Context: an optimization exercise on an open-source flow, tuned for small area, a short achievable clock period and few clock cycles per item. The choices shown serve that exercise and are no tape-out recipe.
In this exercise RTL edits were held to simulation tests only and were not proved equivalent to the original.
Power figures rest on the tool's default switching activity, not on a simulated workload.

$ cat config.mk
export PLATFORM = sky130hd
export DESIGN_NAME = header_parser
export DESIGN_NICKNAME = header_parser
export VERILOG_FILES = /design/flow/design.v
export SDC_FILE = /design/flow/constraint.sdc
export NUM_CORES = 4
export LEC_CHECK = 0
export CAP_MARGIN = 20
export CORE_MARGIN = 2
export CORE_UTILIZATION = 25
export PLACE_DENSITY = 0.5
export SETUP_SLACK_MARGIN = 1.7
export SLEW_MARGIN = 20
$ cat constraint.sdc
create_clock -name core_clock -period 5.0 [get_ports {clk}]
set_input_delay 1.0000 -clock core_clock [delete_from_list [all_inputs] [get_ports {clk}]]
set_output_delay 1.0000 -clock core_clock [all_outputs]
set_load 0.01 [all_outputs]
$ cat design.v
module cycle_counter (
    input  logic        clk,
    input  logic        load,
    output logic [31:0] cycle_count
);
    always_ff @(posedge clk) begin
        if (load) cycle_count <= 32'd1;
        else      cycle_count <= cycle_count + 32'd1;
    end
endmodule
module filter_config (
    input  logic        clk,         
    input  logic        rst_n,       
    input  logic        cfg_we,      
    input  logic [3:0]  cfg_waddr,   
    input  logic [31:0] cfg_wdata,   
    input  logic [3:0]  cfg_raddr,   
    output logic [31:0] cfg_rdata,   
    output logic [47:0] local_mac,       
    output logic [15:0] ethertype,       
    output logic [7:0]  ip_protocol,     
    output logic [31:0] ip_base,         
    output logic [31:0] ip_mask,         
    output logic [15:0] udp_dst_port     
);
    logic [31:0] mac_lo;     
    logic [15:0] mac_hi;     
    always_ff @(posedge clk or negedge rst_n) begin
        if (!rst_n) begin
            mac_lo         <= 32'hDEADBEEF;   
            mac_hi         <= 16'hCAFE;       
            ethertype      <= 16'h0800;       
            ip_protocol    <= 8'h11;          
            ip_base        <= 32'h0A000100;   
            ip_mask        <= 32'hFFFFFFFC;   
            udp_dst_port   <= 16'd25565;      
        end else if (cfg_we) begin
            case (cfg_waddr)
                4'h0: mac_lo         <= cfg_wdata;            
                4'h1: mac_hi         <= cfg_wdata[15:0];      
                4'h2: ethertype      <= cfg_wdata[15:0];      
                4'h3: ip_protocol    <= cfg_wdata[7:0];       
                4'h4: ip_base        <= cfg_wdata;            
                4'h5: ip_mask        <= cfg_wdata;            
                4'h6: udp_dst_port   <= cfg_wdata[15:0];      
                default: ;                                    
            endcase
        end
    end
    logic [31:0] r01, r23, r45, r67, r03, r47;
    assign r01 = cfg_raddr[0] ? {16'h0, mac_hi} : mac_lo;
    assign r23 = cfg_raddr[0] ? {24'h0, ip_protocol} : {16'h0, ethertype};
    assign r45 = cfg_raddr[0] ? ip_mask : ip_base;
    assign r67 = cfg_raddr[0] ? 32'hDEADBEEF : {16'h0, udp_dst_port};
    assign r03 = cfg_raddr[1] ? r23 : r01;
    assign r47 = cfg_raddr[1] ? r67 : r45;
    assign cfg_rdata = cfg_raddr[3] ? 32'hDEADBEEF : (cfg_raddr[2] ? r47 : r03);
    assign local_mac = {mac_hi, mac_lo};
endmodule
module filter_core(
    input  logic         clk,
    input  logic         rst_n,
    input  logic [255:0] data,
    input  logic         cfg_we,
    input  logic [3:0]   cfg_waddr,
    input  logic [31:0]  cfg_wdata,
    input  logic [3:0]   cfg_raddr,
    output logic [31:0]  cfg_rdata,
    output logic         beat0_ok,
    output logic         beat1_ok
);
    logic [47:0] cfg_local_mac;
    logic [15:0] cfg_ethertype;
    logic [7:0]  cfg_ip_protocol;
    logic [31:0] cfg_ip_base;
    logic [31:0] cfg_ip_mask;
    logic [15:0] cfg_dest_port;
    filter_config my_configuration (
        .clk,
        .rst_n,
        .cfg_we,
        .cfg_waddr,
        .cfg_wdata,
        .cfg_raddr,
        .cfg_rdata,
        .local_mac(cfg_local_mac),
        .ethertype(cfg_ethertype),
        .ip_protocol(cfg_ip_protocol),
        .ip_base(cfg_ip_base),
        .ip_mask(cfg_ip_mask),
        .udp_dst_port(cfg_dest_port)
    );
    assign beat0_ok = (data[47:0]    == cfg_local_mac) &&                     
                      (data[111:96]  == cfg_ethertype) &&                     
                      (data[119:112] == 8'h54) &&                             
                      (data[191:184] == cfg_ip_protocol) &&                   
                      ((data[255:240] & cfg_ip_mask[15:0]) == cfg_ip_base[15:0]);  
    assign beat1_ok = ((data[15:0] & cfg_ip_mask[31:16]) == cfg_ip_base[31:16]) &&  
                      (data[47:32] == cfg_dest_port);                              
endmodule
module header_parser (
    input  logic         clk,
    input  logic         rst_n,
    input  logic  [0:255]  in_data,
    input  logic  [31:0]   in_keep,
    input  logic           in_valid,
    input  logic           in_last,
    output logic  [0:255]  out_data,
    output logic  [0:31]   out_keep,
    output logic           out_valid,
    output logic           out_last,
    output logic           timestamp_valid,
    output logic  [31:0]   timestamp,
    input  logic           out_ready,
    output logic           in_ready,
    input  logic           cfg_we,
    input  logic  [3:0]    cfg_waddr,
    input  logic  [31:0]   cfg_wdata,
    input  logic  [3:0]    cfg_raddr,
    output logic  [31:0]   cfg_rdata
);
    localparam [31:0] HEADER_KEEP = 32'h0000_03FF;    
    typedef enum logic [2:0] {
        IDLE,     
        HDR1,     
        SD,       
        STREAM,   
        DROP      
    } parse_state;
    parse_state state, state_next;
    logic free, pass, b1, sd;
    logic b0ok;    
    logic ov_q;    
    logic [255:0] d;
    assign d = in_data;
    logic beat0_ok, beat1_ok;
    filter_core my_filter_core (
        .clk,
        .rst_n,
        .data(d),
        .cfg_we,
        .cfg_waddr,
        .cfg_wdata,
        .cfg_raddr,
        .cfg_rdata,
        .beat0_ok,
        .beat1_ok
    );
    logic in_accept;
    assign in_accept = in_valid && in_ready;
    assign in_ready  = free || out_ready || (b1 && !b0ok) || (sd && !ov_q);
    assign out_valid = in_valid && (pass || (sd && ov_q) || (b1 && b0ok && beat1_ok && !in_last));
    assign out_data  = in_data;
    assign out_keep  = b1 ? (in_keep & ~HEADER_KEEP) : in_keep;
    assign out_last  = in_last;
    always_comb begin
        state_next = state;
        case (state)
            IDLE:    if (in_accept) state_next = in_last ? IDLE : HDR1;
            HDR1:    if (in_accept) state_next = in_last ? IDLE : SD;
            SD:      if (in_accept) state_next = in_last ? IDLE : (ov_q ? STREAM : DROP);
            default: if (in_accept && in_last) state_next = IDLE;
        endcase
    end
    always_ff @(posedge clk or negedge rst_n) begin
        if (!rst_n) begin
            state           <= IDLE;
            free            <= 1'b1;
            pass            <= 1'b0;
            b1              <= 1'b0;
            sd              <= 1'b0;
            timestamp_valid <= 1'b0;
        end else begin
            state           <= state_next;
            free            <= (state_next == IDLE) || (state_next == DROP);
            pass            <= (state_next == STREAM);
            b1              <= (state_next == HDR1);
            sd              <= (state_next == SD);
            timestamp_valid <= in_accept && in_last && ((state == STREAM) || (state == SD && ov_q));
        end
    end
    always_ff @(posedge clk) begin
        if (state == IDLE)
            b0ok <= beat0_ok;
        if (b1)
            ov_q <= out_valid;
    end
    cycle_counter timestamper (
        .clk,
        .load(in_accept && state == IDLE),
        .cycle_count(timestamp)
    );
endmodule
$ cat flow/run.sh
#!/bin/bash
set -euo pipefail
cp standard.sh standard_sh.txt
export BUFFER_PORTS_ARGS="-buffer_cell sky130_fd_sc_hd__buf_1"
ARGS="IO_CONSTRAINTS=$PWD/flow/io.tcl"
bash standard.sh $ARGS synth > synth.log 2>&1
R=$PWD/orfs/results/$FLOW_PLATFORM/header_parser/base
cp $R/1_2_yosys.v standard_synth.v
python3 flow/rmux.py cut standard_synth.v cut.v ov > rmux_cut.log 2>&1
LIB=$FLOW_HOME/platforms/$FLOW_PLATFORM/lib/sky130_fd_sc_hd__tt_025C_1v80.lib \
IN=$PWD/cut.v OUT=$PWD/remapped.v TOP=$FLOW_TOP ABC_SCRIPT=$PWD/flow/remap.abc \
  yosys -c flow/remap.tcl > remap.log 2>&1
python3 flow/rmux.py add remapped.v final_synth.v ov > rmux_add.log 2>&1
cp final_synth.v $R/1_2_yosys.v
rm -f $R/1_synth.odb $R/1_synth.sdc
bash standard.sh $ARGS > standard.log 2>&1
$ cat flow/io.tcl
# Keep the configuration port, the timestamp and the clock and reset on one
# edge, so the registers they feed cluster there, and keep the read port together.
set_io_pin_constraint -region left:* -pin_names {cfg_raddr[0] cfg_raddr[1] cfg_raddr[2] cfg_raddr[3] cfg_rdata[0] cfg_rdata[1] cfg_rdata[2] cfg_rdata[3] cfg_rdata[4] cfg_rdata[5] cfg_rdata[6] cfg_rdata[7] cfg_rdata[8] cfg_rdata[9] cfg_rdata[10] cfg_rdata[11] cfg_rdata[12] cfg_rdata[13] cfg_rdata[14] cfg_rdata[15] cfg_rdata[16] cfg_rdata[17] cfg_rdata[18] cfg_rdata[19] cfg_rdata[20] cfg_rdata[21] cfg_rdata[22] cfg_rdata[23] cfg_rdata[24] cfg_rdata[25] cfg_rdata[26] cfg_rdata[27] cfg_rdata[28] cfg_rdata[29] cfg_rdata[30] cfg_rdata[31] cfg_we cfg_waddr[0] cfg_waddr[1] cfg_waddr[2] cfg_waddr[3] cfg_wdata[0] cfg_wdata[1] cfg_wdata[2] cfg_wdata[3] cfg_wdata[4] cfg_wdata[5] cfg_wdata[6] cfg_wdata[7] cfg_wdata[8] cfg_wdata[9] cfg_wdata[10] cfg_wdata[11] cfg_wdata[12] cfg_wdata[13] cfg_wdata[14] cfg_wdata[15] cfg_wdata[16] cfg_wdata[17] cfg_wdata[18] cfg_wdata[19] cfg_wdata[20] cfg_wdata[21] cfg_wdata[22] cfg_wdata[23] cfg_wdata[24] cfg_wdata[25] cfg_wdata[26] cfg_wdata[27] cfg_wdata[28] cfg_wdata[29] cfg_wdata[30] cfg_wdata[31] timestamp_valid timestamp[0] timestamp[1] timestamp[2] timestamp[3] timestamp[4] timestamp[5] timestamp[6] timestamp[7] timestamp[8] timestamp[9] timestamp[10] timestamp[11] timestamp[12] timestamp[13] timestamp[14] timestamp[15] timestamp[16] timestamp[17] timestamp[18] timestamp[19] timestamp[20] timestamp[21] timestamp[22] timestamp[23] timestamp[24] timestamp[25] timestamp[26] timestamp[27] timestamp[28] timestamp[29] timestamp[30] timestamp[31] clk rst_n}
set_io_pin_constraint -group -pin_names {cfg_raddr[0] cfg_raddr[1] cfg_raddr[2] cfg_raddr[3] cfg_rdata[0] cfg_rdata[1] cfg_rdata[2] cfg_rdata[3] cfg_rdata[4] cfg_rdata[5] cfg_rdata[6] cfg_rdata[7] cfg_rdata[8] cfg_rdata[9] cfg_rdata[10] cfg_rdata[11] cfg_rdata[12] cfg_rdata[13] cfg_rdata[14] cfg_rdata[15] cfg_rdata[16] cfg_rdata[17] cfg_rdata[18] cfg_rdata[19] cfg_rdata[20] cfg_rdata[21] cfg_rdata[22] cfg_rdata[23] cfg_rdata[24] cfg_rdata[25] cfg_rdata[26] cfg_rdata[27] cfg_rdata[28] cfg_rdata[29] cfg_rdata[30] cfg_rdata[31]}
# Keep the handshake pins and the data bits the beat-1 check reads next to
# the configuration edge, so the out_valid logic is short.
set_io_pin_constraint -region bottom:0-90 -pin_names {in_valid in_last out_valid out_ready in_ready out_last in_data[240] in_data[241] in_data[242] in_data[243] in_data[244] in_data[245] in_data[246] in_data[247] in_data[248] in_data[249] in_data[250] in_data[251] in_data[252] in_data[253] in_data[254] in_data[255] in_data[208] in_data[209] in_data[210] in_data[211] in_data[212] in_data[213] in_data[214] in_data[215] in_data[216] in_data[217] in_data[218] in_data[219] in_data[220] in_data[221] in_data[222] in_data[223] out_data[240] out_data[241] out_data[242] out_data[243] out_data[244] out_data[245] out_data[246] out_data[247] out_data[248] out_data[249] out_data[250] out_data[251] out_data[252] out_data[253] out_data[254] out_data[255] out_data[208] out_data[209] out_data[210] out_data[211] out_data[212] out_data[213] out_data[214] out_data[215] out_data[216] out_data[217] out_data[218] out_data[219] out_data[220] out_data[221] out_data[222] out_data[223]}
$ cat flow/remap.abc
strash
dch
map -a
$ cat flow/remap.tcl
# Re-map the combinational logic of the standard synthesis netlist with ABC
# (delay-targeted map, then sizing). Flip-flops are kept as they are: the
# flip-flop cells are read as black boxes, so their instances, names and
# types do not change. Run by yosys -c with LIB, IN and OUT in the environment.
yosys read_liberty -ignore_miss_func $::env(LIB)
yosys read_verilog $::env(IN)
yosys hierarchy -top $::env(TOP)
yosys blackbox sky130_fd_sc_hd__df* sky130_fd_sc_hd__edf* sky130_fd_sc_hd__sdf* sky130_fd_sc_hd__dl*
yosys flatten
# keep every flip-flop, also one whose output the cut logic no longer reads
yosys setattr -set keep 1 t:sky130_fd_sc_hd__df* t:sky130_fd_sc_hd__edf* t:sky130_fd_sc_hd__sdf*
yosys rename -hide w:_*_.*
yosys opt_clean
yosys cd $::env(TOP)
yosys abc -liberty $::env(LIB) -dont_use sky130_fd_sc_hd__probe_p_8 -dont_use sky130_fd_sc_hd__probec_p_8 -dont_use sky130_fd_sc_hd__lpflow_bleeder_1 -dont_use sky130_fd_sc_hd__lpflow_clkbufkapwr_1 -dont_use sky130_fd_sc_hd__lpflow_clkbufkapwr_16 -dont_use sky130_fd_sc_hd__lpflow_clkbufkapwr_2 -dont_use sky130_fd_sc_hd__lpflow_clkbufkapwr_4 -dont_use sky130_fd_sc_hd__lpflow_clkbufkapwr_8 -dont_use sky130_fd_sc_hd__lpflow_clkinvkapwr_1 -dont_use sky130_fd_sc_hd__lpflow_clkinvkapwr_16 -dont_use sky130_fd_sc_hd__lpflow_clkinvkapwr_2 -dont_use sky130_fd_sc_hd__lpflow_clkinvkapwr_4 -dont_use sky130_fd_sc_hd__lpflow_clkinvkapwr_8 -dont_use sky130_fd_sc_hd__lpflow_decapkapwr_12 -dont_use sky130_fd_sc_hd__lpflow_decapkapwr_3 -dont_use sky130_fd_sc_hd__lpflow_decapkapwr_4 -dont_use sky130_fd_sc_hd__lpflow_decapkapwr_6 -dont_use sky130_fd_sc_hd__lpflow_decapkapwr_8 -dont_use sky130_fd_sc_hd__lpflow_inputiso0n_1 -dont_use sky130_fd_sc_hd__lpflow_inputiso0p_1 -dont_use sky130_fd_sc_hd__lpflow_inputiso1n_1 -dont_use sky130_fd_sc_hd__lpflow_inputiso1p_1 -dont_use sky130_fd_sc_hd__lpflow_inputisolatch_1 -dont_use sky130_fd_sc_hd__lpflow_isobufsrc_1 -dont_use sky130_fd_sc_hd__lpflow_isobufsrc_16 -dont_use sky130_fd_sc_hd__lpflow_isobufsrc_2 -dont_use sky130_fd_sc_hd__lpflow_isobufsrc_4 -dont_use sky130_fd_sc_hd__lpflow_isobufsrc_8 -dont_use sky130_fd_sc_hd__lpflow_isobufsrckapwr_16 -dont_use sky130_fd_sc_hd__lpflow_lsbuf_lh_hl_isowell_tap_1 -dont_use sky130_fd_sc_hd__lpflow_lsbuf_lh_hl_isowell_tap_2 -dont_use sky130_fd_sc_hd__lpflow_lsbuf_lh_hl_isowell_tap_4 -dont_use sky130_fd_sc_hd__lpflow_lsbuf_lh_isowell_4 -dont_use sky130_fd_sc_hd__lpflow_lsbuf_lh_isowell_tap_1 -dont_use sky130_fd_sc_hd__lpflow_lsbuf_lh_isowell_tap_2 -dont_use sky130_fd_sc_hd__lpflow_lsbuf_lh_isowell_tap_4  -script $::env(ABC_SCRIPT)
yosys opt_clean -purge
yosys stat -liberty $::env(LIB)
yosys cd
yosys select $::env(TOP)
yosys write_verilog -noattr -selected $::env(OUT)
$ cat flow/rmux.py
#!/usr/bin/env python3
"""Replace the configuration read mux of a gate netlist by a hand-built one.

cut IN OUT [ov] : the cells that drive cfg_rdata now drive rmx_old instead, so the
             next synthesis step drops them as unused logic.
           With ov, the cell that drives out_valid is cut the same way, and a
           black-box placeholder drives out_valid until the add step.
add IN OUT [ov] [dup] : adds the read mux (and with ov the out_valid logic, the beat-1
             check), built from sky130 cells, driving cfg_rdata:
             a one-hot decode of cfg_raddr (one 4-input gate per register),
             then per bit AND-OR-INVERT gates (a22oi, sizable) of (select, register
             bit) pairs and a final NAND. Register bits are found as the Q nets of the
             flip-flops my_filter_core.my_configuration.<reg>[i].
"""
import re, sys

P = 'sky130_fd_sc_hd__'
DB = 0xDEADBEEF
# (address, register, width)
REGS = [(0, 'mac_lo', 32), (1, 'mac_hi', 16), (2, 'ethertype', 16), (3, 'ip_protocol', 8),
        (4, 'ip_base', 32), (5, 'ip_mask', 32), (6, 'udp_dst_port', 16)]


def cut(src, ov):
    head, sep, body = src.partition('  wire [31:0] cfg_rdata;\n')
    assert sep, 'cfg_rdata declaration not found'
    n = body.count('(cfg_rdata[')
    assert n == 32, f'expected 32 cfg_rdata drivers, found {n}'
    body = body.replace('(cfg_rdata[', '(rmx_old[')
    # out_valid: its driver now drives ovx_old; a black-box placeholder drives
    # out_valid (other logic may read it) until the add step replaces it
    if not ov:
        return head + sep + '  wire [31:0] rmx_old;\n' + body
    body, n = re.subn(r'\.([XY])\(out_valid\)', r'.\1(ovx_old)', body)
    assert n == 1, f'expected one out_valid driver, found {n}'
    body, sep2, tail = body.rpartition('endmodule')
    body += '  RMX_HOLD rmx_hold (.Y(out_valid));\n'
    tail += '\n(* blackbox *)\nmodule RMX_HOLD(Y);\n  output Y;\nendmodule\n'
    return head + sep + '  wire [31:0] rmx_old;\n  wire ovx_old;\n' + body + sep2 + tail


def add(src, ov, dup):
    q = {}
    for m in re.finditer(r'\n\s*' + P + r'\w*df\w+\s+\\my_filter_core\.my_configuration\.(\w+)\[(\d+)\]\S*\s*\((.*?)\);', src, re.S):
        qm = re.search(r'\.Q\(\s*(.*?)\s*\)', m.group(3), re.S)
        q[(m.group(1), int(m.group(2)))] = qm.group(1)
    for _, r, w in REGS:
        for i in range(w):
            assert (r, i) in q, f'no flip-flop for {r}[{i}]'
    cells, wires = [], []
    def net(n):
        wires.append(n)
        return n
    def cell(typ, pins):
        name = f'rmx_c{len(cells)}'
        conns = ', '.join(f'.{p}({n} )' if n.startswith('\\') else f'.{p}({n})' for p, n in pins)
        cells.append(f'  {P}{typ} {name} ({conns});\n')
    a = [f'cfg_raddr[{i}]' for i in range(4)]
    # one-hot decode, a3 must be 0 for addresses 0..6; with dup, one decoder
    # per byte of cfg_rdata, so each select drives at most 8 gates
    def decoder(g, ads):
        sel = {}
        def s_(k, typ, pins):
            sel[k] = net(f'rmx_g{g}_sel{k}')
            cell(typ, pins + [('X' if typ.startswith('and') else 'Y', sel[k])])
        for k in sorted(ads):
            # and4 of the address literals for address k (bit 3 must be 0)
            lits = [a[j] if (k >> j) & 1 else na[j] for j in range(3)] + [na[3]]
            s_(k, 'and4_2', [('A', lits[0]), ('B', lits[1]), ('C', lits[2]), ('D', lits[3])])
        # high when the address reads the default value (7..15), and its inverse
        sel['d'] = net(f'rmx_g{g}_seld')
        cell('a31o_2', [('A1', a[2]), ('A2', a[1]), ('A3', a[0]), ('B1', a[3]), ('X', sel['d'])])
        sel['nd'] = net(f'rmx_g{g}_nseld')
        cell('a31oi_2', [('A1', a[2]), ('A2', a[1]), ('A3', a[0]), ('B1', a[3]), ('Y', sel['nd'])])
        return sel
    na = [net(f'rmx_na{j}') for j in range(4)]
    for j in range(4):
        cell('inv_2', [('A', a[j]), ('Y', na[j])])
    if dup:
        sels = [decoder(g, {ad for ad, r, w in REGS if 8 * g < w}) for g in range(4)]
    else:
        sels = [decoder(0, {ad for ad, r, w in REGS})] * 4
    for i in range(32):
        sel = sels[i // 8]
        seld, nseld = sel['d'], sel['nd']
        pairs = [(sel[ad], q[(r, i)]) for ad, r, w in REGS if i < w]
        db = (DB >> i) & 1
        parts = []
        # active-low partial sums: a22oi for two (select, bit) pairs; a left-over
        # pair takes the default term in an a21oi, or a nand2 without it
        while len(pairs) >= 2:
            (s0, q0), (s1, q1) = pairs[:2]
            pairs = pairs[2:]
            o = net(f'rmx_p{i}_{len(parts)}')
            cell('a22oi_1', [('A1', s0), ('A2', q0), ('B1', s1), ('B2', q1), ('Y', o)])
            parts.append(o)
        if pairs:
            (s0, q0), = pairs
            o = net(f'rmx_p{i}_{len(parts)}')
            if db:
                cell('a21oi_1', [('A1', s0), ('A2', q0), ('B1', seld), ('Y', o)])
                db = 0
            else:
                cell('nand2_1', [('A', s0), ('B', q0), ('Y', o)])
            parts.append(o)
        if db:
            parts.append(nseld)
        out = f'cfg_rdata[{i}]'
        if len(parts) == 1:
            cell('inv_1', [('A', parts[0]), ('Y', out)])
        else:
            typ = {2: 'nand2_1', 3: 'nand3_1', 4: 'nand4_1'}[len(parts)]
            cell(typ, [(p, n) for p, n in zip('ABCD', parts)] + [('Y', out)])
    # out_valid = in_valid & (pass [| sd & ov_q] | b1 [& b0ok] & !in_last & beat1_ok), with beat1_ok
    # the beat-1 check: ip bytes 32,33 ({d[15:8], d[7:0]} & ip_mask[31:16] ==
    # ip_base[31:16]) and the UDP port (d[47:32] == udp_dst_port); d[k] is
    # in_data[255-k]. Mismatch bits, then a NOR/NAND tree.
    def ffq(name):
        m = re.search(r'\n\s*' + P + r'\w*df\w+\s+\\' + re.escape(name) + r'\$\S*\s*\((.*?)\);', src, re.S)
        assert m, f'no flip-flop {name}'
        return re.search(r'\.Q\(\s*(.*?)\s*\)', m.group(1), re.S).group(1)
    if not ov:
        body, sep, tail = src.rpartition('endmodule')
        decl = ''.join(f'  wire {w};\n' for w in wires)
        return body + decl + ''.join(cells) + sep + tail
    qpass, qb1 = ffq('pass'), ffq('b1')
    mm = []
    for i in range(16):
        d = f'in_data[{255 - i}]'
        # mismatch = (d & mask) ^ base = xnor(nand(d, mask), base)
        x = net(f'ovx_x{i}'); cell('nand2_1', [('A', d), ('B', q[('ip_mask', 16 + i)]), ('Y', x)])
        m = net(f'ovx_m{i}'); cell('xnor2_1', [('A', x), ('B', q[('ip_base', 16 + i)]), ('Y', m)])
        mm.append(m)
    for i in range(16):
        d = f'in_data[{255 - 32 - i}]'
        m = net(f'ovx_m{16 + i}'); cell('xor2_1', [('A', d), ('B', q[('udp_dst_port', i)]), ('X', m)])
        mm.append(m)
    lvl, pol = mm, 1          # pol 1: signals are high on a mismatch
    n = 0
    while len(lvl) > 2:
        nxt = []
        for j in range(0, len(lvl), 2):
            o = net(f'ovx_t{n}'); n += 1
            cell('nor2_1' if pol else 'nand2_1', [('A', lvl[j]), ('B', lvl[j + 1]), ('Y', o)])
            nxt.append(o)
        lvl, pol = nxt, 1 - pol
    assert pol == 1 and len(lvl) == 2
    # out_valid = ivu | in_valid & b1ok & !in_last & !bad_a & !bad_b, where
    # ivu = in_valid & (pass [| sd & ov_q]) and b1ok = b1 [& b0ok]; built as
    # o31ai(w, bad_a, bad_b, !ivu) with w = !(b1ok & !in_last & in_valid)
    b1ok = qb1
    if re.search(r'\n\s*' + P + r'\w*df\w+\s+\\b0ok\$', src):
        b1ok = net('ovx_b1ok'); cell('and2_1', [('A', qb1), ('B', ffq('b0ok')), ('X', b1ok)])
    u = qpass
    if re.search(r'\n\s*' + P + r'\w*df\w+\s+\\sd\$', src):
        # after beat 1, ov_q (beat 1 was sent) stands for pass until the next beat
        u = net('ovx_u'); cell('a21o_1', [('A1', ffq('sd')), ('A2', ffq('ov_q')), ('B1', qpass), ('X', u)])
    nlast = net('ovx_nlast'); cell('inv_1', [('A', 'in_last'), ('Y', nlast)])
    w = net('ovx_w'); cell('nand3_1', [('A', b1ok), ('B', nlast), ('C', 'in_valid'), ('Y', w)])
    nivu = net('ovx_nivu'); cell('nand2_1', [('A', 'in_valid'), ('B', u), ('Y', nivu)])
    cell('o31ai_2', [('A1', w), ('A2', lvl[0]), ('A3', lvl[1]), ('B1', nivu), ('Y', 'out_valid')])
    src, nh = re.subn(r'\n\s*RMX_HOLD\s+\\?rmx_hold\s*\(.*?\);', '', src, flags=re.S)
    assert nh == 1, 'placeholder not found'
    body, sep, tail = src.rpartition('endmodule')
    assert sep
    decl = ''.join(f'  wire {w};\n' for w in wires)
    return body + decl + ''.join(cells) + sep + tail


if __name__ == '__main__':
    mode, fin, fout = sys.argv[1:4]
    ov = 'ov' in sys.argv[4:]      # also rebuild out_valid (no-stall design)
    dup = 'dup' in sys.argv[4:]    # one read-select decoder per byte
    src = open(fin).read()
    open(fout, 'w').write(cut(src, ov) if mode == 'cut' else add(src, ov, dup))
$ cat standard.sh
#!/bin/bash
# synth_recipe.tcl (not shown) runs the flow's synth.tcl, then flattens the netlist and writes it again
# the make line also repeats each setting of config.mk as NAME=value (left out here)
make -C /OpenROAD-flow-scripts/flow DESIGN_CONFIG=/design/flow/config.mk WORK_HOME=/design/flow/orfs CLKGATE_MAP_FILE= SYNTH_SCRIPT=/design/flow/synth_recipe.tcl "${@:-finish}"
==> flow_summary_export.csv, run 1 <==
group,metric,value,unit
place,gp_congestion,1.01,
power_and_ir_drop,p_int,3.20,mW
yosys,ys_warn_count,3,
critical_path,r2r_start,"timestamper.cycle_count[0]",
sta,fmax,0.297,GHz
final_layout,post-route-util,0.330,
min_path,min_to,"timestamper.cycle_count[0]",
clock_tree,clkTransAtPathRegs,90,ps
power_and_ir_drop,power_frac_seq,0.483,
power_and_ir_drop,p_switching,2.06,mW
global_route,grtUsageTotal,0.287,
place,hpwlAfterDp,48500,µm
final_layout,diodes,0,
status,status,"finished clean",
sta,setup_tns,0,ps
yosys,syn_nets,1478,
clock_tree,clock_latency,450,ps
route,vias_per_cell,5.36,
sta,report.final.slew_viol_count,0,
critical_path,cp_slowest_cell,"and4_2",
floorplan,io_pins,690,
sta,layout_min_cycle_time,3370,ps
clock_tree,cts-root-buf,"clkbuf_16",
final_layout,fill_cells,4032,
final_layout,drive_above_1_share,0.135,
clock_tree,clock_sinks,194,
yosys,netlist_area,9620,µm²
min_path,min_from,"timestamper.cycle_count[0]",
route,drt_iter0_markers,1480,
critical_path,reg2reg_depth,25,
power_and_ir_drop,powerDensity,423,nW/µm²
floorplan,die_h,200,µm
min_path,min_path_cells,1,
global_route,grt_pass1_vias,9835,
global_route,antenna_found_initial,2,
critical_path,cp-end-kind,"primary output",
critical_path,r2r_slack,2150,ps
sta,setup_viol,0,
power_and_ir_drop,power.leakage,4.73,nW
clock_tree,cts_tree,"yes",
critical_path,worstReg2RegEnd,"timestamper.cycle_count[31]",
min_path,min_path_type,"reg2reg",
place,place_area,11600,µm²
clock_tree,cts_buffer_depth,2,
final_layout,finalInstanceArea,12400,µm²
sta,skew,15.5,ps
critical_path,critPathArrivalTime,2370,ps
route,wl_per_cell,29.9,µm
global_route,grt_max_degree,67,
sta,hold_violations,0,
clock_tree,cts_made_buffers,17,
clock_tree,htree_levels,4,
place,io_buffer_count,325,
place,place_worst_setup_slack,1340,ps
route,vias,10900,
route,drtAntennaViolNets,0,
critical_path,crit_required,4000,ps
floorplan,fp-row-count,71,
power_and_ir_drop,switching_share,0.392,
floorplan,design.core.area,37800,µm²
critical_path,cp_cell_sequence,"clkbuf_4 > inv_4 > and4_2 > a22oi_1 > nand4_1 > buf_1",
sta,whs,435,ps
sta,maxSlewHeadroom,0.359,
critical_path,critPathMaxFanout,10,
sta,worst_pin_slew,961,ps
yosys,synth_cells,1144,
power_and_ir_drop,clkPwrFrac,0.283,
floorplan,dieArea,40000,µm²
final_layout,layout.nets,1840,
power_and_ir_drop,peakVddDrop,0.263,mV
global_route,grt_overflow,0,
route,wl,60600,µm
sta,setup_slack,1630,ps
critical_path,cpPeakStageDelay,430,ps
sta,timing.final.crit_share,0.674,
floorplan,chipWidth,200,µm
clock_tree,cts_hold_buf,0,
final_layout,syn_to_final_growth,29.4,%
global_route,grt_pass1_wl,80100,µm
critical_path,critPathKind,"in2out",
run,max_cap_violations,0,
floorplan,start_util,0.255,
yosys,syn_area_per_cell,8.41,µm²
power_and_ir_drop,combPwrFrac,0.234,
route,dr.pass1.iters,6,
critical_path,critPathLaunchType,"primary input",
sta,rsz0062_at_grt,"yes",
route,drc,0,
==> power groups by stage <==
stage,registers (mW),clock network (mW),logic [mW]
final,2.54,1.49,1.23
after global routing,2.55,1.57,1.35
after CTS,2.51,1.51,1.19
after detailed placement,2.53,0,1.18
after global placement,2.56,0,1.16
after floorplan,2.27,0,0.698
==> worst max-delay path, delay by kind of cell <==
family	cells	cell delay [ps]
buf+inv	3	530
compound gates	1	130
simple gates	2	690
==> timing repair <==
action,in CTS,in global routing
cloned,3,6
endpoints found under the hold margin,0,0
buffers inserted,0,1
endpoints found under the setup margin,34,41
gates resized for setup,29,37
pin swaps,4,6
==> worst max-delay path by stage <==
stage	from	to	slack (ps)	depth (start not counted)
2_1_floorplan	cfg_raddr[3]	cfg_rdata[0]	2120	4
6_report	cfg_raddr[0]	cfg_rdata[15]	1630	6
3_5_place_dp	cfg_raddr[2]	cfg_rdata[7]	1340	5
3_3_place_gp	cfg_raddr[2]	cfg_rdata[9]	1400	5
4_1_cts	in_data[247]	out_valid	1700	9
5_1_grt	timestamper.cycle_count[0]	timestamper.cycle_count[31]	1660	25
==> stage by stage <==
step,total power [mW],std cells
4_1_cts,5.21,2023
3_3_place_gp,3.72,1988
6_report,5.26,2030
5_1_grt,5.47,2030
2_1_floorplan,2.97,1144
3_5_place_dp,3.72,1988
==> cell usage in the layout (no fill, tap or decap), types with 33 or more instances in the layout <==
cell / count
clkinv_1: 100
nor2_1: 141
a22oi_1: 68
dfrtp_1: 78
nand2_1: 211
buf_1: 294
a21oi_1: 90
xnor2_1: 52
o21ai_0: 123
xor2_1: 33
dfstp_2: 82
==> registers in the layout, summed over array words and instances (netlist names), 3 cells and up <==
signal                                        count
my_filter_core.my_configuration.ethertype        16
my_filter_core.my_configuration.ip_base          32
my_filter_core.my_configuration.ip_mask          32
my_filter_core.my_configuration.ip_protocol       8
my_filter_core.my_configuration.mac_hi           16
my_filter_core.my_configuration.mac_lo           32
my_filter_core.my_configuration.udp_dst_port     16
state                                             3
timestamper.cycle_count                          32
==> cell type report <==
| cell class | instances | area, µm² | share of cell area |
|---|---|---|---|
| clock buffers | 18 | 450 | 0.0362 |
| multi-input cells | 853 | 4600 | 0.369 |
| clock inverters | 14 | 188 | 0.0151 |
| well taps | 511 | 639 | 0.0514 |
| repair buffers | 334 | 1360 | 0.109 |
| flip-flops and latches | 194 | 4810 | 0.386 |
| inverters | 106 | 408 | 0.0328 |
==> per-layer routing <==
| layer | share of wire | global-route usage | up-vias | routed length, µm |
|---|---|---|---|---|
| met5 | 0.0037 | 0.0357 | - | 226 |
| li1 | - | - | 4655 | - |
| met4 | 0.048 | 0.114 | 8 | 2920 |
| met3 | 0.15 | 0.139 | 173 | 9270 |
| met2 | 0.40 | 0.403 | 908 | 24300 |
| met1 | 0.39 | 0.373 | 5141 | 23900 |
Testbench counts, summed over its fixed seeds: cycles 26,111, packets 2,400.
==> run 2, diff against run 1 <==
--- a/design.v
+++ b/design.v
@@ -121,13 +121,5 @@
 );
     localparam [31:0] HEADER_KEEP = 32'h0000_03FF;    
-    typedef enum logic [2:0] {
-        IDLE,     
-        HDR1,     
-        SD,       
-        STREAM,   
-        DROP      
-    } parse_state;
-    parse_state state, state_next;
-    logic free, pass, b1, sd;
+    logic idle, b1, sd, pass, drop;
     logic b0ok;    
     logic ov_q;    
@@ -149,37 +141,31 @@
     logic in_accept;
     assign in_accept = in_valid && in_ready;
-    assign in_ready  = free || out_ready || (b1 && !b0ok) || (sd && !ov_q);
+    assign in_ready  = idle || drop || out_ready || (b1 && !b0ok) || (sd && !ov_q);
     assign out_valid = in_valid && (pass || (sd && ov_q) || (b1 && b0ok && beat1_ok && !in_last));
     assign out_data  = in_data;
     assign out_keep  = b1 ? (in_keep & ~HEADER_KEEP) : in_keep;
     assign out_last  = in_last;
-    always_comb begin
-        state_next = state;
-        case (state)
-            IDLE:    if (in_accept) state_next = in_last ? IDLE : HDR1;
-            HDR1:    if (in_accept) state_next = in_last ? IDLE : SD;
-            SD:      if (in_accept) state_next = in_last ? IDLE : (ov_q ? STREAM : DROP);
-            default: if (in_accept && in_last) state_next = IDLE;
-        endcase
-    end
+    logic acc_last, acc_more;
+    assign acc_last = in_accept && in_last;
+    assign acc_more = in_accept && !in_last;
     always_ff @(posedge clk or negedge rst_n) begin
         if (!rst_n) begin
-            state           <= IDLE;
-            free            <= 1'b1;
-            pass            <= 1'b0;
+            idle            <= 1'b1;
             b1              <= 1'b0;
             sd              <= 1'b0;
+            pass            <= 1'b0;
+            drop            <= 1'b0;
             timestamp_valid <= 1'b0;
         end else begin
-            state           <= state_next;
-            free            <= (state_next == IDLE) || (state_next == DROP);
-            pass            <= (state_next == STREAM);
-            b1              <= (state_next == HDR1);
-            sd              <= (state_next == SD);
-            timestamp_valid <= in_accept && in_last && ((state == STREAM) || (state == SD && ov_q));
+            idle            <= (idle && !in_accept) || acc_last;
+            b1              <= (idle && acc_more) || (b1 && !in_accept);
+            sd              <= (b1 && acc_more) || (sd && !in_accept);
+            pass            <= (sd && acc_more && ov_q) || (pass && !acc_last);
+            drop            <= (sd && acc_more && !ov_q) || (drop && !acc_last);
+            timestamp_valid <= acc_last && (pass || (sd && ov_q));
         end
     end
     always_ff @(posedge clk) begin
-        if (state == IDLE)
+        if (idle)
             b0ok <= beat0_ok;
         if (b1)
@@ -188,5 +174,5 @@
     cycle_counter timestamper (
         .clk,
-        .load(in_accept && state == IDLE),
+        .load(in_valid && idle),    
         .cycle_count(timestamp)
     );
==> flow/io.tcl (replaced) <==
# Keep the configuration port, the timestamp and the clock and reset on one
# edge, so the registers they feed cluster there, and keep the read port together.
set_io_pin_constraint -region left:* -pin_names {cfg_raddr[0] cfg_raddr[1] cfg_raddr[2] cfg_raddr[3] cfg_rdata[0] cfg_rdata[1] cfg_rdata[2] cfg_rdata[3] cfg_rdata[4] cfg_rdata[5] cfg_rdata[6] cfg_rdata[7] cfg_rdata[8] cfg_rdata[9] cfg_rdata[10] cfg_rdata[11] cfg_rdata[12] cfg_rdata[13] cfg_rdata[14] cfg_rdata[15] cfg_rdata[16] cfg_rdata[17] cfg_rdata[18] cfg_rdata[19] cfg_rdata[20] cfg_rdata[21] cfg_rdata[22] cfg_rdata[23] cfg_rdata[24] cfg_rdata[25] cfg_rdata[26] cfg_rdata[27] cfg_rdata[28] cfg_rdata[29] cfg_rdata[30] cfg_rdata[31] cfg_we cfg_waddr[0] cfg_waddr[1] cfg_waddr[2] cfg_waddr[3] cfg_wdata[0] cfg_wdata[1] cfg_wdata[2] cfg_wdata[3] cfg_wdata[4] cfg_wdata[5] cfg_wdata[6] cfg_wdata[7] cfg_wdata[8] cfg_wdata[9] cfg_wdata[10] cfg_wdata[11] cfg_wdata[12] cfg_wdata[13] cfg_wdata[14] cfg_wdata[15] cfg_wdata[16] cfg_wdata[17] cfg_wdata[18] cfg_wdata[19] cfg_wdata[20] cfg_wdata[21] cfg_wdata[22] cfg_wdata[23] cfg_wdata[24] cfg_wdata[25] cfg_wdata[26] cfg_wdata[27] cfg_wdata[28] cfg_wdata[29] cfg_wdata[30] cfg_wdata[31] timestamp_valid timestamp[0] timestamp[1] timestamp[2] timestamp[3] timestamp[4] timestamp[5] timestamp[6] timestamp[7] timestamp[8] timestamp[9] timestamp[10] timestamp[11] timestamp[12] timestamp[13] timestamp[14] timestamp[15] timestamp[16] timestamp[17] timestamp[18] timestamp[19] timestamp[20] timestamp[21] timestamp[22] timestamp[23] timestamp[24] timestamp[25] timestamp[26] timestamp[27] timestamp[28] timestamp[29] timestamp[30] timestamp[31] clk rst_n}
set_io_pin_constraint -group -pin_names {cfg_raddr[0] cfg_raddr[1] cfg_raddr[2] cfg_raddr[3] cfg_rdata[0] cfg_rdata[1] cfg_rdata[2] cfg_rdata[3] cfg_rdata[4] cfg_rdata[5] cfg_rdata[6] cfg_rdata[7] cfg_rdata[8] cfg_rdata[9] cfg_rdata[10] cfg_rdata[11] cfg_rdata[12] cfg_rdata[13] cfg_rdata[14] cfg_rdata[15] cfg_rdata[16] cfg_rdata[17] cfg_rdata[18] cfg_rdata[19] cfg_rdata[20] cfg_rdata[21] cfg_rdata[22] cfg_rdata[23] cfg_rdata[24] cfg_rdata[25] cfg_rdata[26] cfg_rdata[27] cfg_rdata[28] cfg_rdata[29] cfg_rdata[30] cfg_rdata[31]}
==> run 2 against run 1 <==
Against the previous run: flip-flop and latch count shrank 2; clock skew decreased by 2.3 ps; wire length increased by 0.33%; register-to-register slack gained 370 ps; final area fell by 1.0%; largest cell class unchanged.
==> flow_summary_export.csv, run 2 <==
group,metric,value,unit
final_layout,drive_above_1_share,0.136,
global_route,grt_overflow,0,
critical_path,critPathLaunchType,"primary input",
yosys,netlist_area,9600,µm²
yosys,ys_warn_count,3,
route,drtAntennaViolNets,0,
global_route,grt_pass1_vias,9781,
sta,setup_viol,0,
critical_path,critPathMaxFanout,8,
yosys,synth_cells,1153,
route,vias_per_cell,5.38,
final_layout,finalNonFillerCells,2039,
place,io_buffer_count,325,
sta,worst_pin_slew,888,ps
critical_path,critPathKind,"in2out",
sta,setup_tns,0,ps
clock_tree,cts_made_buffers,17,
sta,rsz0062_at_grt,"yes",
sta,fmax,0.299,GHz
place,dp.cells,2000,
final_layout,layout.nets,1847,
status,status,"finished clean",
critical_path,reg2reg_depth,19,
floorplan,dieArea,40000,µm²
clock_tree,cts_tree,"yes",
clock_tree,cts_hold_buf,0,
power_and_ir_drop,powerDensity,392,nW/µm²
place,hpwlAfterDp,48200,µm
final_layout,final_common_cell,"buf_1",
min_path,min_path_type,"reg2reg",
floorplan,die_h,200,µm
global_route,grt_max_degree,65,
clock_tree,post_cts_buffers,0,
sta,layout_min_cycle_time,3350,ps
final_layout,final_cell_mix,"buf_1, nand2_1, o21ai_0",
clock_tree,clock_latency,450,ps
sta,skew,13.2,ps
clock_tree,htree_levels,4,
critical_path,critPathArrivalTime,2350,ps
route,wl_per_cell,29.8,µm
route,dr.pass1.iters,6,
yosys,syn_area_per_cell,8.32,µm²
power_and_ir_drop,power.leakage,4.62,nW
critical_path,r2r_slack,2520,ps
sta,report.final.slew_viol_count,0,
final_layout,syn_to_final_growth,28.4,%
final_layout,post-route-util,0.326,
route,drc,0,
run,max_cap_violations,0,
floorplan,fp-row-count,71,
critical_path,r2r_start,"timestamper.cycle_count[0]",
sta,timing.final.crit_share,0.669,
floorplan,design.core.area,37800,µm²
sta,hold_violations,0,
route,wl,60800,µm
clock_tree,clkTransAtPathRegs,70,ps
critical_path,crit_required,4000,ps
global_route,grt_pass1_wl,80000,µm
power_and_ir_drop,peakVddDrop,0.223,mV
yosys,syn_nets,1487,
critical_path,worstReg2RegEnd,"timestamper.cycle_count[31]",
clock_tree,cts-root-buf,"clkbuf_16",
global_route,grtUsageTotal,0.297,
min_path,min_to,"timestamper.cycle_count[0]",
route,vias,11000,
critical_path,cp-end-kind,"primary output",
floorplan,chipWidth,200,µm
clock_tree,clock_sinks,192,
route,drt_iter0_markers,1196,
min_path,min_from,"timestamper.cycle_count[0]",
min_path,min_path_cells,1,
global_route,antenna_found_initial,1,
sta,maxSlewHeadroom,0.408,
place,gp_congestion,1.00,
floorplan,io_pins,690,
clock_tree,cts_buffer_depth,2,
floorplan,start_util,0.254,
run 2: stage by stage:
step | power [mW] | setup WS, ps | hold WS [ps] | instance area (µm²)
global route | 5.04 | 1650 | 440 | 12300
floorplan | 2.79 | 1590 | 431 | 9600
global placement | 3.45 | 1340 | 401 | 11600
finish | 4.82 | 1650 | 419 | 12300
CTS | 4.80 | 1700 | 423 | 12200
detailed placement | 3.44 | 1410 | 405 | 11600
run 2: worst max path at each step:
stage | cells after the start | start | endpoint | slack (ps)
finish | 6 | cfg_raddr[0] | cfg_rdata[7] | 1650
floorplan | 5 | cfg_we | my_filter_core.my_configuration.ip_mask[1] | 1590
global placement | 9 | in_data[241] | out_valid | 1340
global route | 6 | cfg_raddr[0] | cfg_rdata[4] | 1650
CTS | 7 | cfg_raddr[1] | cfg_rdata[27] | 1700
detailed placement | 9 | in_data[240] | out_valid | 1410
run 2: cell type report:
| class | count | area, µm² |
|---|---|---|
| multi-input cells | 840 | 4510 |
| diodes | 2 | 5.00 |
| inverters | 126 | 473 |
| clock inverters | 12 | 95.1 |
| clock buffers | 20 | 457 |
| well taps | 511 | 639 |
| repair buffers | 336 | 1390 |
| flip-flops and latches | 192 | 4760 |
| fillers | 4055 | 25400 |
run 2: per-layer routing:
| layer | up-vias | share of wire | track usage |
|---|---|---|---|
| met4 | 4 | 0.056 | 0.141 |
| met1 | 5043 | 0.37 | 0.370 |
| met2 | 1027 | 0.37 | 0.381 |
| li1 | 4708 | - | - |
| met5 | - | 0.0042 | 0.0506 |
| met3 | 179 | 0.19 | 0.200 |
run 2: timing repair:
item / in CTS / in global routing
endpoints found under the setup margin: 33 / 26
pin swaps: 6 / 27
resized for setup: 33 / 42
cloned: 2 / 3
run 2: critical path: stages:
cell,delay [ps]
clkbuf_2,180
inv_2,140
and4_2,350
a22oi_1,270
nand4_1,210
buf_1,190
run 2: where the power goes:
| part | internal, mW | switching, mW | leakage [nW] | total (mW) |
|---|---|---|---|---|
| Clock | 0.676 | 0.663 | 0.279 | 1.34 |
| Sequential | 1.96 | 0.472 | 2.10 | 2.43 |
| Combinational | 0.402 | 0.649 | 2.24 | 1.05 |
| Total | 3.04 | 1.78 | 4.62 | 4.82 |
Testbench counts of run 2, summed over its fixed seeds: cycles 26,111, packets 2,400.
==> run 3, diff against run 2 <==
--- a/flow/rmux.py
+++ b/flow/rmux.py
@@ -8,5 +8,6 @@
 add IN OUT [ov] [dup] : adds the read mux (and with ov the out_valid logic, the beat-1
              check), built from sky130 cells, driving cfg_rdata:
-             a one-hot decode of cfg_raddr (one 4-input gate per register),
+             a one-hot decode of cfg_raddr (predecoded address bit pairs, then
+             one and2 per register),
              then per bit AND-OR-INVERT gates (a22oi, sizable) of (select, register
              bit) pairs and a final NAND. Register bits are found as the Q nets of the
@@ -65,7 +66,6 @@
             cell(typ, pins + [('X' if typ.startswith('and') else 'Y', sel[k])])
         for k in sorted(ads):
-            # and4 of the address literals for address k (bit 3 must be 0)
-            lits = [a[j] if (k >> j) & 1 else na[j] for j in range(3)] + [na[3]]
-            s_(k, 'and4_2', [('A', lits[0]), ('B', lits[1]), ('C', lits[2]), ('D', lits[3])])
+            # and2 of the predecoded address bits 1:0 and 3:2 (bit 3 must be 0)
+            s_(k, 'and2_4', [('A', pre01[k & 3]), ('B', pre23[k >> 2])])
         # high when the address reads the default value (7..15), and its inverse
         sel['d'] = net(f'rmx_g{g}_seld')
@@ -74,7 +74,14 @@
         cell('a31oi_2', [('A1', a[2]), ('A2', a[1]), ('A3', a[0]), ('B1', a[3]), ('Y', sel['nd'])])
         return sel
-    na = [net(f'rmx_na{j}') for j in range(4)]
-    for j in range(4):
-        cell('inv_2', [('A', a[j]), ('Y', na[j])])
+    # predecode: pre01[j] is high when cfg_raddr[1:0] == j, pre23[j] when
+    # cfg_raddr[3:2] == j (j = 0, 1)
+    pre01 = [net(f'rmx_pa{j}') for j in range(4)]
+    cell('nor2_2', [('A', a[1]), ('B', a[0]), ('Y', pre01[0])])
+    cell('nor2b_2', [('A', a[1]), ('B_N', a[0]), ('Y', pre01[1])])
+    cell('nor2b_2', [('A', a[0]), ('B_N', a[1]), ('Y', pre01[2])])
+    cell('and2_2', [('A', a[1]), ('B', a[0]), ('X', pre01[3])])
+    pre23 = [net(f'rmx_pb{j}') for j in range(2)]
+    cell('nor2_2', [('A', a[3]), ('B', a[2]), ('Y', pre23[0])])
+    cell('nor2b_2', [('A', a[3]), ('B_N', a[2]), ('Y', pre23[1])])
     if dup:
         sels = [decoder(g, {ad for ad, r, w in REGS if 8 * g < w}) for g in range(4)]
--- a/config.mk
+++ b/config.mk
@@ -10,4 +10,4 @@
 export CORE_UTILIZATION = 25
 export PLACE_DENSITY = 0.5
-export SETUP_SLACK_MARGIN = 1.7
+export SETUP_SLACK_MARGIN = 1.6
 export SLEW_MARGIN = 20
==> run 3 against run 2 <==
Against the previous run: maximum frequency fell by 2.2%; critical endpoint is now out_valid; largest power group unchanged; sequential power fell by 2%; combinational power barely moved; cell count barely moved; sequential share of layout area rose by 0.22 points; clock skew fell by 2.8 ps; total power fell by 0.55%; largest cell class unchanged; synthesized cell count rose by 0.17%.
==> flow_summary_export.csv, run 3 <==
group,metric,value,unit
critical_path,worstReg2RegEnd,"timestamper.cycle_count[31]",
sta,hold_violations,0,
power_and_ir_drop,powerDensity,392,nW/µm²
min_path,min_from,"timestamper.cycle_count[0]",
final_layout,layout.nets,1847,
global_route,grtUsageTotal,0.283,
floorplan,chipWidth,200,µm
critical_path,critPathLaunchType,"primary input",
sta,setup_slack,1580,ps
final_layout,finalInstanceArea,12300,µm²
global_route,grt_pass1_vias,9660,
global_route,grt_pass1_wl,79000,µm
global_route,antenna_found_initial,3,
run,max_cap_violations,0,
sta,layout_min_cycle_time,3420,ps
sta,report.final.slew_viol_count,0,
floorplan,die_h,200,µm
route,wl,58900,µm
global_route,grt_max_degree,65,
min_path,min_path_cells,1,
floorplan,start_util,0.255,
place,place_area,11600,µm²
critical_path,r2r_slack,2450,ps
critical_path,cpPeakStageDelay,320,ps
sta,setup_viol,0,
critical_path,crit_required,4000,ps
yosys,syn_area_per_cell,8.33,µm²
clock_tree,clkTransAtPathRegs,70,ps
clock_tree,clock_sinks,192,
critical_path,r2r_start,"timestamper.cycle_count[0]",
min_path,min_to,"timestamper.cycle_count[0]",
place,gp_congestion,0.976,
route,wl_per_cell,28.9,µm
clock_tree,cts_buffer_depth,2,
place,place_worst_setup_slack,1500,ps
yosys,netlist_area,9620,µm²
yosys,ys_warn_count,3,
critical_path,critPathArrivalTime,2420,ps
place,io_buffer_count,325,
route,drc,0,
critical_path,cp.buffers_inverters,2,
route,vias_per_cell,5.28,
critical_path,reg2reg_depth,19,
clock_tree,cts-root-buf,"clkbuf_16",
route,drt_iter0_markers,1225,
power_and_ir_drop,power.leakage,4.58,nW
floorplan,design.core.area,37800,µm²
clock_tree,htree_levels,4,
sta,timing.final.crit_share,0.684,
route,vias,10800,
sta,setup_tns,0,ps
critical_path,cp-end-kind,"primary output",
final_layout,drive_above_1_share,0.119,
critical_path,critPathTopFamily,"buffers and inverters",
sta,whs,427,ps
route,drtAntennaViolNets,0,
critical_path,critPathKind,"in2out",
sta,worst_pin_slew,938,ps
critical_path,cp_cell_sequence,"buf_1 > xor2_1 > nor2_1 > nand2_1 > nor2_1 > nand2_1 > o31ai_4 > buf_2",
floorplan,fp-row-count,71,
sta,rsz0062_at_grt,"yes",
sta,maxSlewHeadroom,0.374,
clock_tree,cts_made_buffers,17,
min_path,min_path_type,"reg2reg",
yosys,synth_cells,1155,
sta,skew,10.5,ps
final_layout,syn_to_final_growth,27.4,%
status,status,"finished clean",
floorplan,dieArea,40100,µm²
clock_tree,clock_latency,440,ps
place,hpwlAfterDp,47300,µm
critical_path,cp_slowest_cell,"buf_1",
clock_tree,cts_tree,"yes",
floorplan,io_pins,690,
global_route,grt_overflow,0,
final_layout,final_common_cell,"buf_1",
route,dr.pass1.iters,6,
sta,fmax,0.292,GHz
power_and_ir_drop,peakVddDrop,0.217,mV
yosys,syn_nets,1489,
final_layout,final_cell_mix,"buf_1, nand2_1, nor2_1, o21ai_0, clkinv_1",
critical_path,critPathMaxFanout,4,
==> run 3: how the worst max path moves through the flow <==
stage / cells after the start / start / slack [ps] / end
2_1_floorplan: 5 / cfg_we / 1590 / my_filter_core.my_configuration.ip_mask[1]
3_3_place_gp: 9 / in_data[246] / 1520 / out_valid
3_5_place_dp: 9 / in_data[253] / 1500 / out_valid
4_1_cts: 9 / in_data[252] / 1580 / out_valid
5_1_grt: 9 / in_data[252] / 1560 / out_valid
6_report: 8 / in_data[216] / 1580 / out_valid
==> run 3: timing repair <==
item                                    4_1_cts  5_1_grt
setup buffers                                 0        0
resized for setup                             9       17
cloned                                        2        3
endpoints found under the setup margin        7       32
pin swaps                                     1        5
hold buffers                                  0        0
==> run 3: routing by layer <==
layer	wire length, µm	GRT usage	part of all wire
met5	483	0.0833	0.0082
met4	3110	0.131	0.053
met3	9270	0.152	0.16
met2	21600	0.358	0.37
met1	24400	0.379	0.41
==> run 3: power by group <==
group	leakage (nW)	internal, mW	switching (mW)
clock network	0.294	0.729	0.644
logic	2.18	0.396	0.661
registers	2.10	1.96	0.408
==> run 3: metrics by stage <==
| stage | util | std cells | power [mW] |
|---|---|---|---|
| global placement | 0.307 | 2000 | 3.40 |
| detailed placement | 0.307 | 2000 | 3.40 |
| global route | 0.324 | 2037 | 5.02 |
| finish | 0.325 | 2038 | 4.80 |
| floorplan | - | 1155 | 2.79 |
| CTS | 0.323 | 2034 | 4.78 |
==> run 3: area by class of cell <==
class                      instances  area, µm²
clock buffer                      22        507
antenna                            1       2.50
fill                            4078      25500
sequential                       192       4760
clock inverter                    10       70.1
multi-input combinational        846       4510
tap                              511        639
timing repair buffer             334       1310
inverter                         122        458
==> run 4, diff against run 3 <==
--- a/config.mk
+++ b/config.mk
@@ -10,4 +10,4 @@
 export CORE_UTILIZATION = 25
 export PLACE_DENSITY = 0.5
-export SETUP_SLACK_MARGIN = 1.6
+export SETUP_SLACK_MARGIN = 1.8
 export SLEW_MARGIN = 20
==> run 4 against run 3 <==
Against the previous run: final area increased by 4.2%; synthesized area unchanged; cell count increased by 0.69%; first-iteration DRC count increased by 4.4%; sequential share of layout area decreased by 1.6 points; critical path depth unchanged; non-clock buffer count increased by 3; wire length increased by 1.9%; global-route usage increased by 0.50 points; clock skew about the same; maximum frequency increased by 6.2%; largest power group unchanged; total power increased by 1.9%.
==> flow_summary_export.csv, run 4 <==
group,metric,value,unit
min_path,min_path_type,"reg2reg",
floorplan,start_util,0.255,
status,status,"finished clean",
route,drc,0,
critical_path,r2r_slack,2440,ps
yosys,synth_cells,1155,
yosys,ys_warn_count,3,
sta,rsz0062_at_grt,"yes",
critical_path,reg2reg_depth,19,
place,gp_congestion,0.976,
run,max_cap_violations,0,
route,vias_per_cell,5.30,
route,vias,10900,
clock_tree,cts-root-buf,"clkbuf_16",
global_route,grt_pass1_wl,80300,µm
final_layout,syn_to_final_growth,32.8,%
yosys,netlist_area,9620,µm²
global_route,grt_pass1_vias,9801,
power_and_ir_drop,peakVddDrop,0.221,mV
route,wl,60000,µm
route,drtAntennaViolNets,0,
floorplan,chipWidth,200,µm
global_route,grt_max_degree,65,
final_layout,drive_above_1_share,0.170,
route,wl_per_cell,29.2,µm
final_layout,layout.nets,1859,
floorplan,fp-row-count,71,
clock_tree,htree_levels,4,
critical_path,critPathArrivalTime,2220,ps
final_layout,finalInstanceArea,12800,µm²
critical_path,critPathKind,"in2out",
critical_path,critPathLaunchType,"primary input",
floorplan,die_h,200,µm
power_and_ir_drop,power.leakage,4.85,nW
final_layout,final_cell_mix,"buf_1, nand2_1, o21ai_0",
floorplan,dieArea,40100,µm²
floorplan,io_pins,690,
final_layout,finalNonFillerCells,2052,
sta,setup_viol,0,
critical_path,cp-end-kind,"primary output",
sta,skew,10.9,ps
sta,report.final.slew_viol_count,0,
min_path,min_path_cells,1,
clock_tree,cts_hold_buf,0,
global_route,antenna_found_initial,4,
min_path,min_from,"timestamper.cycle_count[0]",
power_and_ir_drop,powerDensity,383,nW/µm²
sta,maxSlewHeadroom,0.367,
min_path,min_to,"timestamper.cycle_count[0]",
global_route,grtUsageTotal,0.288,
clock_tree,cts_tree,"yes",
place,hpwlAfterDp,47300,µm
sta,setup_tns,0,ps
sta,layout_min_cycle_time,3220,ps
place,dp.cells,2000,
clock_tree,clock_latency,450,ps
critical_path,r2r_start,"timestamper.cycle_count[0]",
yosys,syn_nets,1489,
place,io_buffer_count,325,
sta,hold_violations,0,
global_route,grt_overflow,0,
clock_tree,clkTransAtPathRegs,70,ps
clock_tree,clock_sinks,192,
sta,worst_pin_slew,949,ps
floorplan,design.core.area,37800,µm²
place,place_area,11600,µm²
final_layout,final_common_cell,"buf_1",
route,drt_iter0_markers,1279,
clock_tree,cts_buffer_depth,2,
clock_tree,cts_made_buffers,17,
critical_path,crit_required,4000,ps
sta,fmax,0.310,GHz
critical_path,worstReg2RegEnd,"timestamper.cycle_count[31]",
yosys,syn_area_per_cell,8.33,µm²
route,dr.pass1.iters,6,
sta,timing.final.crit_share,0.644,
critical_path,critPathMaxFanout,4,
-- run 4: cell count changes in the layout (fill, tap and decap cells not counted), moves of 7 or more --
cell / change
buf_1: -31
nand2_1: -15
buf_4: +12
buf_6: +12
nand2_2: +10
a22oi_1: -7
a22oi_2: +7
and2_4: +7
-- run 4: critical path: stages --
cell      delay [ps]
clkbuf_4         150
xor2_1           160
nor2_2           190
nand2_1           90
nor2_2           110
nand2_2          100
o31ai_4          220
buf_2            180
-- run 4: cell type report --
type,count,area [µm²]
fillers,4044,25000
inverters,122,458
clock inverters,10,70.1
repair buffers,337,1520
multi-input cells,855,4820
diodes,3,7.51
flip-flops and latches,192,4760
well taps,511,639
clock buffers,22,507
-- run 4: repair_timing --
| action | in CTS | in global routing |
|---|---|---|
| setup endpoints to repair | 33 | 32 |
| cloned | 11 | 3 |
| resized for setup | 58 | 128 |
| buffers inserted | 1 | 2 |
| pin swaps | 12 | 46 |
-- run 4: metrics by stage --
| stage | hold WS, ps | power (mW) | utilization | setup slack (ps) |
|---|---|---|---|---|
| after global routing | 465 | 5.11 | 0.338 | 1780 |
| after CTS | 430 | 4.81 | 0.328 | 1750 |
| after floorplan | 431 | 2.79 | - | 1590 |
| after detailed placement | 412 | 3.40 | 0.307 | 1500 |
| after global placement | 400 | 3.40 | 0.307 | 1520 |
| final | 427 | 4.89 | 0.338 | 1780 |
-- run 4: how the worst max path moves through the flow --
stage	startpoint	depth (start not counted)	slack, ps	endpoint
finish	in_data[215]	8	1780	out_valid
detailed placement	in_data[253]	9	1500	out_valid
floorplan	cfg_we	5	1590	my_filter_core.my_configuration.ip_mask[1]
global route	cfg_raddr[3]	6	1780	cfg_rdata[4]
global placement	in_data[246]	9	1520	out_valid
CTS	in_data[210]	8	1750	out_valid
-- run 4: routing by layer --
metal | GRT usage | share of wire | vias to the layer above | wire [µm]
met5 | 0.0821 | 0.0080 | - | 479
met4 | 0.138 | 0.055 | 14 | 3280
met3 | 0.162 | 0.16 | 156 | 9710
met2 | 0.362 | 0.37 | 957 | 22100
met1 | 0.382 | 0.41 | 5029 | 24400
li1 | - | - | 4726 | -
-- run 4: power by group --
part,switching (mW),internal [mW]
Clock,0.649,0.729
Combinational,0.685,0.444
Sequential,0.424,1.96
Total,1.76,3.13
==> run 5, diff against run 4 <==
--- a/config.mk
+++ b/config.mk
@@ -6,8 +6,9 @@
 export NUM_CORES = 4
 export LEC_CHECK = 0
+export ABC_AREA = 1
 export CAP_MARGIN = 20
 export CORE_MARGIN = 2
 export CORE_UTILIZATION = 25
 export PLACE_DENSITY = 0.5
-export SETUP_SLACK_MARGIN = 1.8
+export SETUP_SLACK_MARGIN = 1.7
 export SLEW_MARGIN = 20
==> run 5 against run 4 <==
Against the previous run: global-route usage is 1.2 points lower; critical path depth decreased by 2; clock-buffer cell count unchanged; non-clock buffer count stayed put; via count is 1.9% lower; total power decreased by 5.2%; largest cell class is now sequential cells; largest power group unchanged; highest routed layer unchanged.
==> flow_summary_export.csv, run 5 <==
group,metric,value,unit
sta,fmax,0.301,GHz
route,drt_iter0_markers,1177,
clock_tree,clock_sinks,192,
clock_tree,clock_latency,440,ps
global_route,grt_overflow,0,
critical_path,cp_cell_sequence,"buf_2 > nor2b_4 > and2_4 > a22oi_1 > nand4_1 > buf_1",
critical_path,crit_required,4000,ps
status,status,"finished clean",
place,hpwlAfterDp,44900,µm
critical_path,r2r_start,"timestamper.cycle_count[0]",
sta,setup_viol,0,
floorplan,io_pins,690,
place,dp.cells,1998,
yosys,netlist_area,9670,µm²
clock_tree,cts_made_buffers,17,
critical_path,cp_slowest_cell,"and2_4",
route,vias,10700,
final_layout,finalNonFillerCells,2043,
critical_path,critPathArrivalTime,2320,ps
sta,maxSlewHeadroom,0.401,
critical_path,cpPeakStageDelay,290,ps
sta,setup_tns,0,ps
yosys,ys_warn_count,3,
global_route,grtUsageTotal,0.276,
clock_tree,cts_hold_buf,0,
critical_path,critPathTopFamily,"simple AND/OR/NAND/NOR gates",
route,wl_per_cell,28.0,µm
critical_path,cp-end-kind,"primary output",
critical_path,worstReg2RegEnd,"timestamper.cycle_count[31]",
critical_path,critPathLaunchType,"primary input",
final_layout,fill_cells,4152,
floorplan,dieArea,40300,µm²
clock_tree,cts-root-buf,"clkbuf_16",
final_layout,layout.nets,1846,
global_route,grt_pass1_wl,77400,µm
clock_tree,cts_buffer_depth,2,
floorplan,fp-row-count,72,
route,drtAntennaViolNets,0,
sta,worst_pin_slew,898,ps
route,drc,0,
power_and_ir_drop,peakVddDrop,0.215,mV
route,wl,57200,µm
critical_path,startpoint,"cfg_raddr[0]",
yosys,syn_area_per_cell,8.43,µm²
sta,report.final.slew_viol_count,0,
sta,hold_violations,0,
place,io_buffer_count,325,
floorplan,chipWidth,201,µm
final_layout,diodes,0,
sta,setup_slack,1680,ps
critical_path,path_depth,6,
final_layout,post-route-util,0.325,
power_and_ir_drop,power.leakage,4.64,nW
yosys,syn_nets,1481,
final_layout,syn_to_final_growth,29.0,%
sta,whs,441,ps
sta,timing.final.crit_share,0.665,
power_and_ir_drop,powerDensity,372,nW/µm²
clock_tree,htree_levels,4,
clock_tree,clkTransAtPathRegs,70,ps
critical_path,crit_path_end,"cfg_rdata[12]",
final_layout,final_cell_mix,"buf_1, nand2_1, o21ai_0",
global_route,antenna_found_initial,0,
floorplan,die_h,201,µm
run,max_cap_violations,0,
sta,rsz0062_at_grt,"yes",
final_layout,final_common_cell,"buf_1",
min_path,min_path_type,"reg2reg",
critical_path,critPathMaxFanout,8,
place,gp_congestion,0.966,
route,dr.pass1.iters,8,
floorplan,design.core.area,38400,µm²
floorplan,start_util,0.252,
yosys,synth_cells,1147,
critical_path,reg2reg_depth,16,
sta,skew,15.4,ps
critical_path,cp.buffers_inverters,2,
global_route,grt_max_degree,158,
critical_path,critPathKind,"in2out",
route,vias_per_cell,5.23,
sta,layout_min_cycle_time,3320,ps
final_layout,drive_above_1_share,0.142,
global_route,grt_pass1_vias,9751,
critical_path,r2r_slack,2040,ps
place,place_worst_setup_slack,1390,ps
clock_tree,cts_tree,"yes",
==> run 5: what timing repair did <==
item / CTS / global route
hold endpoints to repair: 0 / 0
endpoints found under the setup margin: 32 / 38
gates cloned: 8 / 1
buffers inserted: 0 / 4
resized for setup: 21 / 76
pin swaps: 3 / 23
==> run 5: metrics by stage <==
step                      cell area (µm²)  power, mW
after floorplan                      9670       2.77
after global placement              11600       3.34
after detailed placement            11600       3.34
after CTS                           12300       4.61
after global routing                12500       4.86
final                               12500       4.64
==> run 5: area by class of cell <==
cell class / instances / area, µm² / share of cell area
Inverter: 120 / 450 / 0.0361
Tap cell: 518 / 648 / 0.0520
Timing Repair Buffer: 337 / 1420 / 0.114
Sequential cell: 192 / 4760 / 0.381
Multi-Input combinational cell: 844 / 4690 / 0.376
Clock inverter: 10 / 67.6 / 0.00542
Clock buffer: 22 / 444 / 0.0356
==> run 5: worst min path at each step <==
stage,from,to,slack (ps),cells after the start
detailed placement,timestamper.cycle_count[0],timestamper.cycle_count[0],430,1
floorplan,timestamper.cycle_count[0],timestamper.cycle_count[0],440,1
CTS,timestamper.cycle_count[0],timestamper.cycle_count[0],450,1
global placement,timestamper.cycle_count[0],timestamper.cycle_count[0],410,1
finish,timestamper.cycle_count[0],timestamper.cycle_count[0],440,1
global route,timestamper.cycle_count[0],timestamper.cycle_count[0],470,1
==> run 5: power by group <==
| group | total [mW] | internal, mW | switching [mW] |
|---|---|---|---|
| logic | 1.04 | 0.409 | 0.633 |
| registers | 2.33 | 1.95 | 0.388 |
| clock network | 1.26 | 0.636 | 0.625 |
==> run 5: routing by layer <==
metal  GRT usage  wire length, µm  up-vias
met2       0.367            22200      914
met4       0.116             2540        6
met1       0.362            23100     4981
met5      0.0464              251        -
met3       0.150             9150      112
li1            -                -     4667
==> run 5: worst register-to-register path, stage by stage, from the launching register on <==
cell and delay, ps:
dfxtp_1 390, nand2_1 90, nor2_1 200, clkinv_1 120
nor2_1 170, nand3_1 120, nor2_1 200, clkinv_1 140
nor2_4 170, nand2_1 140, nor2_1 190, nand4_1 100
buf_4 170, nor3_4 260, nand4_1 160, o21ai_0 180
a21oi_1 60

-- separate check: timing with driven ports --
How much do the figures lean on ideal ports? The routed layouts below were timed once more, with nothing changed but the port constraints.
Step 1: set_driving_cell puts a clkbuf_16 on clk and a buf_2 on each other input, an assumption about the parent block.
Step 2 times the ports against the registers' clock, not the clock port: input delays grow and output delays shrink by t, the midpoint of the rising clock arrivals with the driver on.
Three values: ideal ports, drivers, drivers and shift; two values: the first two.
| run | shift t [ns] | setup WS [ns] | cell pins on the clock port's net |
|---|---|---|---|
| run 1 | 0.478 | 1.629 / 1.606 / 1.606 | 1 |
| run 2 | 0.486 | 1.654 / 1.632 / 1.632 | 1 |
| run 3 | 0.487 | 1.578 / 1.557 / 1.557 | 1 |
| run 4 | 0.492 | 1.779 / 1.746 / 1.746 | 1 |
| run 5 | 0.485 | 1.677 / 1.656 / 1.656 | 1 |
After both steps every run listed still meets setup and hold. The setup slack of run 4, which loses most, moves by -0.033 ns with the drivers and by -0.033 ns with both steps.
